Context: an optimization exercise on an open-source flow, tuned for small area and a short achievable clock period. The choices shown serve that exercise and are no tape-out recipe. Only simulation tests tie the RTL to the original design; equivalence was not proved.

==> pepper: inputs <==
Design quinta_core, start of the top module:
module quinta_core (
    input  logic        clk,
    input  logic        rst,
    output logic [31:0] imem_addr,
    input  logic [31:0] imem_rdata,
    output logic [31:0] dmem_addr,
    output logic        dmem_we,
    output logic [ 3:0] dmem_be,
    output logic [31:0] dmem_wdata,
    output logic        dmem_re,
    input  logic [31:0] dmem_rdata
);
export LEC_CHECK = 0
export ABC_AREA = 1
export CAP_MARGIN = 35
export CORE_MARGIN = 2
export CORE_UTILIZATION = 35
export CTS_CLUSTER_DIAMETER = 80
export CTS_CLUSTER_SIZE = 24
export SLEW_MARGIN = 35
create_clock -name core_clock -period 11.5 [get_ports {clk}]
standard.sh (not shown) runs the stock make flow with config.mk's settings and CLKGATE_MAP_FILE= SYNTH_SCRIPT=/design/flow/synth_recipe.tcl, a recipe that flattens the netlist after the stock synthesis.
==> flow/flow/run.sh <==
#!/bin/bash
# The standard layout (standard.sh), with two changes:
#  - timing repair aims for SETUP_SLACK_MARGIN ns of slack beyond the clock
#    constraint;
#  - synthesis is the standard flow's script, except that two combinational modules are
#    mapped apart from the rest before the final flatten (synth_recipe_keep.tcl).
# make's full output goes to flow.log here; each ORFS step also keeps its own
# log under orfs/logs/.
set -euo pipefail
bash standard.sh SETUP_SLACK_MARGIN=7.5 SYNTH_SCRIPT="$PWD/flow/synth_recipe_keep.tcl" finish > flow.log 2>&1
==> flow/flow/synth_recipe_keep.tcl <==
# synth_recipe.tcl (the standard synthesis script), except that the
# purely combinational modules add_sub and negate_32 keep their own hierarchy
# until the final flatten, so that ABC maps each of them on its own (for its
# own critical path) rather than as part of the whole design. They contain no
# registers, so the registers are the same as in the standard synthesis.
proc synth {args} {
  yosys setattr -mod -set keep_hierarchy 1 add_sub negate_32
  yosys synth -nofsm -noshare {*}$args
}
source $::env(SCRIPTS_DIR)/synth.tcl
# left out here: clear keep_hierarchy, flatten, clean up, hide names made inside functions, write 1_2_yosys.v
==> inputs of ember, as changes to pepper <==
--- a/flow/design.v
+++ b/flow/design.v
@@ -5440,24 +5440,30 @@
   logic [31:0] left_operand_unsigned;
   logic [31:0] right_operand_unsigned;
   logic [31:0] x;   
   logic [31:0] y;   
   logic        y_is_0;
   logic        y_is_1;
   logic [32:0] acc_start;
   logic [31:0] quo_start;
-  negate_32 negate_left_inst (
-      .x  (left_operand),
-      .neg(left_operand_unsigned)
-  );
-  negate_32 negate_right_inst (
-      .x  (right_operand),
-      .neg(right_operand_unsigned)
-  );
+  function automatic logic [31:0] negate(input logic [31:0] x);
+    logic [31:0] p;   
+    p = x;
+    for (int l = 0; l < 5; l++) begin
+      for (int k = 0; k < 32; k++) begin
+        if (((k >> l) & 1) == 1) p[k] = p[k] | p[((k>>l)<<l)-1];
+      end
+    end
+    negate = x ^ {p[30:0], 1'b0};
+  endfunction
+  always_comb begin
+    left_operand_unsigned  = negate(left_operand);
+    right_operand_unsigned = negate(right_operand);
+  end
   assign start_u = (alu_sel[ALU_DIVU] || alu_sel[ALU_REMU]) && run == 0;
   assign start_s = (alu_sel[ALU_DIV] || alu_sel[ALU_REM]) && run == 0;
   logic [33:0] acc_diff;
   assign acc_diff = {1'b0, acc_n} - {2'b0, right_operand_d};
   always_comb begin
     if (acc_diff[33] == 0) begin
       acc_nn = {acc_diff[31:0], quo_n[31]};
       quo_nn = {quo_n[30:0], 1'b1};
@@ -5532,22 +5538,16 @@
       div_res_signed = -quo_n;
       rem_res_signed = acc_n[32:1];
     end else begin   
       div_res_signed = quo_n;
       rem_res_signed = -acc_n[32:1];
     end
   end
 endmodule
-module negate_32 (
-    input  logic [31:0] x,
-    output logic [31:0] neg
-);
-  assign neg = ~x + 1;
-endmodule
 module dsp_float (
     input  logic           clk,
     input  logic           rst,
     input  alu_op_t        alu_op,
     input  logic    [31:0] alu_sel,   
     input  logic    [31:0] left_operand,
     input  logic    [31:0] right_operand,
     output logic    [31:0] int_float_res,
@@ -6163,25 +6163,20 @@
   end
   assign float_sqrt_res = {1'b0, float_sqrt_res_q};
 endmodule
 module alu (
     input logic clk,
     input logic rst,
     input logic [31:0] left_operand,
     input logic [31:0] right_operand,
-    input logic [31:0] operand_sum,   
-    input logic [31:0] operand_difference,   
     input alu_op_t alu_op,
     input logic [31:0] alu_sel,   
     input logic [31:0] res_sel,   
     output logic [31:0] alu_res,
-    output logic [31:0] alu_res_other,
-    output logic [31:0] add_mask,
-    output logic [31:0] sub_mask,
     output logic insert_bubble
 );
   logic [63:0] mul_res;
   logic [31:0] div_res_unsigned;
   logic [31:0] rem_res_unsigned;
   logic [31:0] div_res_signed;
   logic [31:0] rem_res_signed;
   logic [31:0] int_float_res;
@@ -6230,18 +6225,16 @@
   assign compare_unsigned = compare_tree(left_operand, right_operand);
   assign compare_signed = compare_tree(left_operand ^ 32'h80000000, right_operand ^ 32'h80000000);
   logic [31:0] res_units;
   logic [31:0] res_logic;
   logic [31:0] res_shift;
   logic        res_float_compare;
   logic        res_compare;
   logic [31:0] res_arith;
-  assign add_mask = {32{res_sel[ALU_ADD]}};
-  assign sub_mask = {32{res_sel[ALU_SUB]}};
   always_comb begin
     res_units = ({32{res_sel[ALU_MUL]}} & mul_res[31:0])
         | ({32{res_sel[ALU_MULH]}} & mul_res[63:32])
         | ({32{res_sel[ALU_DIV]}} & div_res_signed)
         | ({32{res_sel[ALU_DIVU]}} & div_res_unsigned)
         | ({32{res_sel[ALU_REM]}} & rem_res_signed)
         | ({32{res_sel[ALU_REMU]}} & rem_res_unsigned)
         | ({32{res_sel[ALU_F_INT_FLOAT]}} & int_float_res)
@@ -6257,21 +6250,20 @@
         | ({32{res_sel[ALU_ADD_0]}} & left_operand));   
     res_shift = ({32{res_sel[ALU_SHIFT_LEFT]}} & shift_left_res)
         | ({32{res_sel[ALU_SHIFT_RIGHT] | res_sel[ALU_SHIFT_RIGHT_AR] | res_sel[ALU_SHIFT_RIGHT_AR_IMM]}} & shift_right_res);
     res_float_compare = (res_sel[ALU_F_EQ] & float_eq_res) | (res_sel[ALU_F_LT] & float_lt_res)
         | (res_sel[ALU_F_LTEQ] & float_lte_res);
     res_compare = (res_sel[ALU_LESS_THAN_UNSIGNED] & compare_unsigned[1])
         | (res_sel[ALU_LESS_THAN_SIGNED] & compare_signed[1])
         | (res_sel[ALU_EQUAL] & compare_unsigned[0]);
-    res_arith = ({32{res_sel[ALU_ADD]}} & operand_sum)
-        | ({32{res_sel[ALU_SUB]}} & operand_difference);
-    alu_res_other = ((res_units | res_logic) | (res_shift | {31'b0, res_float_compare}))
-        | {31'b0, res_compare};
-    alu_res = alu_res_other | res_arith;
+    res_arith = ({32{res_sel[ALU_ADD]}} & (left_operand + right_operand))
+        | ({32{res_sel[ALU_SUB]}} & (left_operand - right_operand));
+    alu_res = ((res_units | res_logic) | (res_shift | {31'b0, res_float_compare}))
+        | (res_arith | {31'b0, res_compare});
   end
   dsp_mul dsp_mul_inst (   
       .clk(clk),
       .left_operand(left_operand),
       .right_operand(right_operand),
       .mul_res(mul_res)
   );   
   dsp_div dsp_div_inst (   
@@ -6381,33 +6373,19 @@
   logic [31:0] alu_res_internal;
   logic        compare_res;
   assign left_operand = ({32{left_sel[3]}} & pc_execute) | ({32{left_sel[2]}} & alu_res_mem)
       | ({32{left_sel[1]}} & wb_fwd) | ({32{left_sel[0]}} & data1);
   assign right_operand = ({32{right_sel[3]}} & immediate_data) | ({32{right_sel[2]}} & alu_res_mem)
       | ({32{right_sel[1]}} & wb_fwd) | ({32{right_sel[0]}} & data2);
   assign mem_data = ({32{store_sel[2]}} & alu_res_mem) | ({32{store_sel[1]}} & wb_fwd)
       | ({32{store_sel[0]}} & data2);
-  logic [31:0] operand_sum;
-  logic [31:0] operand_difference;
-  logic [31:0] alu_res_other;
-  logic [31:0] add_mask;
-  logic [31:0] sub_mask;
-  add_sub add_sub_inst (
-      .a(left_operand),
-      .b(right_operand),
-      .add_mask(add_mask),
-      .sub_mask(sub_mask),
-      .other(alu_res_other | (({32{control.alu_bypass}} & immediate_data)
-          | ({32{control.is_branch}} & ({immediate_data[30:0], 1'b0} + pc_execute)))),
-      .sum(operand_sum),
-      .difference(operand_difference),
-      .result(alu_res)
-  );
-  assign mem_addr = operand_sum;
+  assign mem_addr = left_operand + right_operand;
+  assign alu_res = (({32{control.alu_bypass}} & immediate_data)
+      | ({32{control.is_branch}} & ({immediate_data[30:0], 1'b0} + pc_execute))) | alu_res_internal;
   function automatic logic [1:0] compare_tree(input logic [31:0] l, input logic [31:0] r);
     logic [31:0] lt;
     logic [31:0] eq;
     lt = ~l & r;
     eq = ~(l ^ r);
     for (int w = 1; w < 32; w = w * 2) begin
       for (int k = 0; k < 32; k += 2 * w) begin
         lt[k] = lt[k+w] | (eq[k+w] & lt[k]);
@@ -6437,42 +6415,23 @@
       .be(store_be),
       .wdata(store_wdata)
   );
   alu alu_inst (
       .clk(clk),
       .rst(rst),
       .left_operand(left_operand),
       .right_operand(right_operand),
-      .operand_sum(operand_sum),
-      .operand_difference(operand_difference),
       .alu_op(control.alu_op),
       .alu_sel(alu_sel),
       .res_sel(res_sel),
       .alu_res(alu_res_internal),
-      .alu_res_other(alu_res_other),
-      .add_mask(add_mask),
-      .sub_mask(sub_mask),
       .insert_bubble(insert_bubble)
   );
 endmodule
-module add_sub (
-    input logic [31:0] a,
-    input logic [31:0] b,
-    input logic [31:0] add_mask,
-    input logic [31:0] sub_mask,
-    input logic [31:0] other,
-    output logic [31:0] sum,
-    output logic [31:0] difference,
-    output logic [31:0] result
-);
-  assign sum = a + b;
-  assign difference = a - b;
-  assign result = other | ((add_mask & sum) | (sub_mask & difference));
-endmodule
 module memory_stage (
     input logic clk,
     input logic rst,
     input logic [31:0] alu_res_in,
     input control_t control,
     output logic [31:0] mem_data_out,
     input logic [31:0] dmem_rdata
 );
==> flow/run.sh (new file) <==
#!/bin/bash
# synth_recipe.tcl (not shown) runs the flow's synth.tcl, then flattens the netlist and writes it again
# the make line also repeats each setting of config.mk as NAME=value (left out here)
make -C /OpenROAD-flow-scripts/flow DESIGN_CONFIG=/design/flow/config.mk WORK_HOME=/design/flow/orfs CLKGATE_MAP_FILE= SYNTH_SCRIPT=/design/flow/synth_recipe.tcl finish
- CTS_CLUSTER_DIAMETER: 80 -> unset
- CTS_CLUSTER_SIZE: 24 -> unset
- SETUP_SLACK_MARGIN: unset -> 5
removed: flow/flow/run.sh
removed: flow/flow/synth_recipe_keep.tcl
removed: flow/standard.sh
==> impl_metrics.env <==
export IMPL_crit_top_cell="a21boi_1"
export IMPL_sh_seq_area_pct=40.7
export IMPL_initial_core_util_pct=35.1
export IMPL_holdWs_ns=0.311
export IMPL_critPathLaunch="forwarding_unit_inst.left_sel[2]"
export IMPL_met1_usage_pct=46.9
export IMPL_grt_use_total_pct=35.1
export IMPL_worstPathMaxFanout=32
export IMPL_wl_per_cell_um=35.2
export IMPL_outcome="timing/DRC/antenna clean"
export IMPL_crit_path_end="alu_res_in_mem[23]"
That was ember.
==> impl_metrics.env <==
export IMPL_outcome="timing/DRC/antenna clean"
export IMPL_crit_top_cell="buf_12"
export IMPL_initial_core_util_pct=35.2
export IMPL_sh_seq_area_pct=38.9
export IMPL_grt_use_total_pct=35.5
export IMPL_met1_usage_pct=47.9
export IMPL_critPathLaunch="forwarding_unit_inst.left_sel[1]"
export IMPL_worstPathMaxFanout=4
export IMPL_holdWs_ns=0.308
export IMPL_wl_per_cell_um=35.0
That was pepper.

[separate check: timing with driven ports]
The flow's constraints put no driver on any port. The routed layouts listed below were extracted and timed again, unchanged, in two steps. Step 1 sets driving cells, clkbuf_16 on the clock port and buf_2 on the other inputs (assumed; they add their load-dependent delay and slew). Step 2 also shifts input and output timing later by t, the mid clock arrival at the registers, as if the neighbouring blocks saw the same clock. a / b / c = ideal / step 1 / step 2; a / b = the first two.
| run | t, ns | setup slack, ns | clock arrival spread, ns | worst slew at a driven data input, ns | pins driven straight from the clock port |
|---|---|---|---|---|---|
| pepper | 1.187 | 6.776 / 6.776 / 6.258 | 0.136 / 0.137 | 0.07 | 1 |
| ember | 1.196 | 4.888 / 4.888 / 4.813 | 0.085 / 0.085 | 0.13 | 1 |
After both steps setup and hold are still met in every run listed. The setup slack of pepper, which loses most, moves by 0.000 ns with the drivers and by -0.518 ns with both steps.
